This design comes from an exercise in tuning for small area on the open sky130 flow, not from production work.
In this exercise RTL edits were held to simulation tests only and were not proved equivalent to the original.
No activity file was given, so power comes from the tool's default toggle rates.

// CannyEdge
module CannyEdge(dAddrRegRow, dAddrRegCol, bWE, bCE, InData, OutData,
	OPMode, bOPEnable, dReadReg, dWriteReg, clk, rst_b);
Size in the first run: about 38 I/O pins.
export LEC_CHECK = 0
export ABC_AREA = 1
export CAP_MARGIN = 20
export CORE_MARGIN = 2
export CORE_UTILIZATION = 70
export CTS_BUF_LIST = sky130_fd_sc_hd__clkbuf_8
export CTS_CLUSTER_DIAMETER = 80
export CTS_CLUSTER_SIZE = 16
export GPL_TIMING_DRIVEN = 0
export PLACE_DENSITY = 0.8
export SLEW_MARGIN = 20
create_clock -name core_clock -period 12.0 [get_ports {clk}]
standard.sh (not shown) runs the stock make flow with config.mk's settings and CLKGATE_MAP_FILE= SYNTH_SCRIPT=/design/flow/synth_recipe.tcl, a recipe that flattens the netlist after the stock synthesis.
==> flow/flow/run.sh <==
#!/bin/bash
# Layout flow: the standard synthesis unchanged, then the standard ORFS
# layout with these changes:
#  - the buffers ABC inserted are removed at floorplan (REMOVE_ABC_BUFFERS);
#    placement repair adds back any that slew, capacitance or timing need;
#  - every input and output port still gets a buffer, but a buf_1 instead of
#    the default clkdlybuf4s50_1;
#  - clock tree: no dummy loads;
#  - before global routing, cells on paths with slack are downsized and the
#    slew and capacitance repair is run again (flow/pre_grt.tcl).
set -euo pipefail
here=$(pwd)
bash standard.sh synth > synth.log 2>&1
bash standard.sh REMOVE_ABC_BUFFERS=1 \
  "BUFFER_PORTS_ARGS=-buffer_cell sky130_fd_sc_hd__buf_1" \
  "CTS_ARGS=-sink_clustering_enable -repair_clock_nets -sink_clustering_size 10 -sink_clustering_max_diameter 60 -buf_list sky130_fd_sc_hd__clkbuf_4 -dont_use_dummy_load" \
  "PRE_GLOBAL_ROUTE_TCL=$here/flow/pre_grt.tcl" \
  finish > layout.log 2>&1
==> flow/flow/pre_grt.tcl <==
# Before global routing: downsize cells on paths with slack, then repair
# any slew or capacitance that the downsizing broke, and legalize.
puts "pre_grt hook: power recovery"
estimate_parasitics -placement
report_wns
repair_timing -recover_power 100 -verbose
repair_design -slew_margin $::env(SLEW_MARGIN) -cap_margin $::env(CAP_MARGIN) -verbose
set_placement_padding -global \
  -left $::env(CELL_PAD_IN_SITES_DETAIL_PLACEMENT) \
  -right $::env(CELL_PAD_IN_SITES_DETAIL_PLACEMENT)
detailed_placement
check_placement -verbose
estimate_parasitics -placement
report_wns
The baseline completed with no timing, DRC or antenna violations.
Change:
==> flow/run.sh (new file) <==
#!/bin/bash
# synth_recipe.tcl (not shown) runs the flow's synth.tcl, then flattens the netlist and writes it again
# the make line also repeats each setting of config.mk as NAME=value (left out here)
make -C /OpenROAD-flow-scripts/flow DESIGN_CONFIG=/design/flow/config.mk WORK_HOME=/design/flow/orfs CLKGATE_MAP_FILE= SYNTH_SCRIPT=/design/flow/synth_recipe.tcl finish
ABC_AREA = default   (was 1)
CTS_BUF_LIST = sky130_fd_sc_hd__clkbuf_16   (was sky130_fd_sc_hd__clkbuf_8)
CTS_CLUSTER_DIAMETER = 100   (was 80)
CTS_CLUSTER_SIZE = 25   (was 16)
removed: flow/flow/run.sh
removed: flow/flow/pre_grt.tcl
removed: flow/standard.sh
The changed run finished with timing, DRC and antenna clean.
Sequential power went down by about 5%.
Worst setup slack gains 0.68 ns.
Clock-buffer cell count went down by 21.
Final area went up by 3.7%.
Via count barely changes.
Change:
==> flow/flow/run.sh (new file) <==
#!/bin/bash
# Layout flow: the standard synthesis unchanged, then the standard ORFS
# layout with these changes:
#  - the buffers ABC inserted are removed at floorplan (REMOVE_ABC_BUFFERS);
#    placement repair adds back any that slew, capacitance or timing need;
#  - every input and output port still gets a buffer, but a buf_1 instead of
#    the default clkdlybuf4s50_1;
#  - clock tree: no dummy loads;
#  - before global routing, cells on paths with slack are downsized and the
#    slew and capacitance repair is run again (flow/pre_grt.tcl).
set -euo pipefail
here=$(pwd)
bash standard.sh synth > synth.log 2>&1
bash standard.sh REMOVE_ABC_BUFFERS=1 \
  "BUFFER_PORTS_ARGS=-buffer_cell sky130_fd_sc_hd__buf_1" \
  "CTS_ARGS=-sink_clustering_enable -repair_clock_nets -sink_clustering_size 16 -sink_clustering_max_diameter 80 -buf_list sky130_fd_sc_hd__clkbuf_8 -dont_use_dummy_load" \
  "PRE_GLOBAL_ROUTE_TCL=$here/flow/pre_grt.tcl" \
  finish > layout.log 2>&1
==> flow/flow/pre_grt.tcl (new file) <==
# Before global routing: downsize cells on paths with slack, then repair
# any slew or capacitance that the downsizing broke, and legalize.
puts "pre_grt hook: power recovery"
estimate_parasitics -placement
report_wns
repair_timing -recover_power 100 -verbose
repair_design -slew_margin $::env(SLEW_MARGIN) -cap_margin $::env(CAP_MARGIN) -verbose
set_placement_padding -global \
  -left $::env(CELL_PAD_IN_SITES_DETAIL_PLACEMENT) \
  -right $::env(CELL_PAD_IN_SITES_DETAIL_PLACEMENT)
detailed_placement
check_placement -verbose
estimate_parasitics -placement
report_wns
==> flow/standard.sh (new file) <==
#!/bin/bash
# synth_recipe.tcl (not shown) runs the flow's synth.tcl, then flattens the netlist and writes it again
# the make line also repeats each setting of config.mk as NAME=value (left out here)
make -C /OpenROAD-flow-scripts/flow DESIGN_CONFIG=/design/flow/config.mk WORK_HOME=/design/flow/orfs CLKGATE_MAP_FILE= SYNTH_SCRIPT=/design/flow/synth_recipe.tcl "${@:-finish}"
CTS_BUF_LIST = sky130_fd_sc_hd__clkbuf_8   (was sky130_fd_sc_hd__clkbuf_16)
CTS_CLUSTER_DIAMETER = 80   (was 100)
CTS_CLUSTER_SIZE = 16   (was 25)
removed: flow/run.sh
Result: Fmax goes down by about 7%; cell area goes down by 3.3%; critical path depth goes up by 1; total power goes down by about 7%; core utilization goes down by 2.6 points; setup slack is worse by 0.78 ns; routed wire length goes down by 6.6%.
Change:
==> flow/run.sh (new file) <==
#!/bin/bash
# synth_recipe.tcl (not shown) runs the flow's synth.tcl, then flattens the netlist and writes it again
# the make line also repeats each setting of config.mk as NAME=value (left out here)
make -C /OpenROAD-flow-scripts/flow DESIGN_CONFIG=/design/flow/config.mk WORK_HOME=/design/flow/orfs CLKGATE_MAP_FILE= SYNTH_SCRIPT=/design/flow/synth_recipe.tcl finish
CORE_UTILIZATION = 60   (was 70)
CTS_CLUSTER_DIAMETER = default   (was 80)
CTS_CLUSTER_SIZE = 20   (was 16)
PLACE_DENSITY = 0.75   (was 0.8)
removed: flow/flow/run.sh
removed: flow/flow/pre_grt.tcl
removed: flow/standard.sh
After rerunning: Final area rose by 6.9%; sequential share of layout area came out lower by 3.4 points; routed wire length increases by about 6%; synthesized area does not change; utilization fell by 5.7 points; final cell count increases by 10%; worst hold slack improved by 0.013 ns.
Change:
CORE_UTILIZATION = 70   (was 60)
CTS_CLUSTER_DIAMETER = 80   (was default)
CTS_CLUSTER_SIZE = 16   (was 20)
GPL_TIMING_DRIVEN = 1   (was 0)
PLACE_DENSITY = 0.8   (was 0.75)
What happened: Worst setup slack gains 0.19 ns. Final area came out lower by a few percent. Synthesized area is unchanged. First-iteration DRC count increases by a few percent. Clock power went down by well over a third. Count of clock-buffer cells in the layout came out lower by 32.
Change:
==> flow/flow/run.sh (new file) <==
#!/bin/bash
# Layout flow: the standard synthesis unchanged, then the standard ORFS
# layout with two changes:
#  - the buffers ABC inserted are removed at floorplan (REMOVE_ABC_BUFFERS);
#    placement repair adds back any that slew, capacitance or timing need;
#  - every input and output port still gets a buffer, but a buf_1 instead of
#    the default clkdlybuf4s50_1.
set -euo pipefail
bash standard.sh synth > synth.log 2>&1
bash standard.sh REMOVE_ABC_BUFFERS=1 "BUFFER_PORTS_ARGS=-buffer_cell sky130_fd_sc_hd__buf_1" finish > layout.log 2>&1
==> flow/standard.sh (new file) <==
#!/bin/bash
# synth_recipe.tcl (not shown) runs the flow's synth.tcl, then flattens the netlist and writes it again
# the make line also repeats each setting of config.mk as NAME=value (left out here)
make -C /OpenROAD-flow-scripts/flow DESIGN_CONFIG=/design/flow/config.mk WORK_HOME=/design/flow/orfs CLKGATE_MAP_FILE= SYNTH_SCRIPT=/design/flow/synth_recipe.tcl "${@:-finish}"
GPL_TIMING_DRIVEN = 0   (was 1)
removed: flow/run.sh
Die area stays the same.
Global-route usage fell by 4.3 points.
Total power shrinks by about 2.7%.
Register-to-register slack degrades by 1.3 ns.
Routed wire length goes down by about 10%.
Setup slack got worse by 1.2 ns.

[separate check: timing with driven ports]
In the flow no input, the clock included, has a driving cell. The finished layouts below were timed again as built, in two steps.
Step 1 (the two cells are an assumption about what drives the block):
set clk [get_ports {clk}]
set_driving_cell -lib_cell sky130_fd_sc_hd__clkbuf_16 $clk
set_driving_cell -lib_cell sky130_fd_sc_hd__buf_2 [delete_from_list [all_inputs] $clk]
Step 2 moves the port delays by t, midway between the first and last clock arrival at a register: inputs arrive t later, outputs are due t later. That takes back most of the time a late clock gives input paths.
a / b / c = ideal / step 1 / step 2; a / b = the first two.
run | t, ns | setup slack, ns | cell pins on the clock port's net
the first run | 0.702 | 0.616 / 0.633 / -0.068 | 1
the second run | 0.568 | 1.294 / 1.320 / 0.752 | 1
the third run | 0.609 | 0.516 / 0.540 / -0.069 | 1
the fourth run | 0.640 | 1.504 / 1.525 / 0.885 | 1
the fifth run | 0.638 | 1.697 / 1.720 / 1.082 | 1
the sixth run | 0.619 | 0.521 / 0.544 / -0.075 | 1
Met with ideal ports but missed after step 2: setup timing in the first run, the third run and the sixth run. For the first run, which loses most, drivers alone change the setup slack by +0.017 ns; drivers and shift together by -0.684 ns.
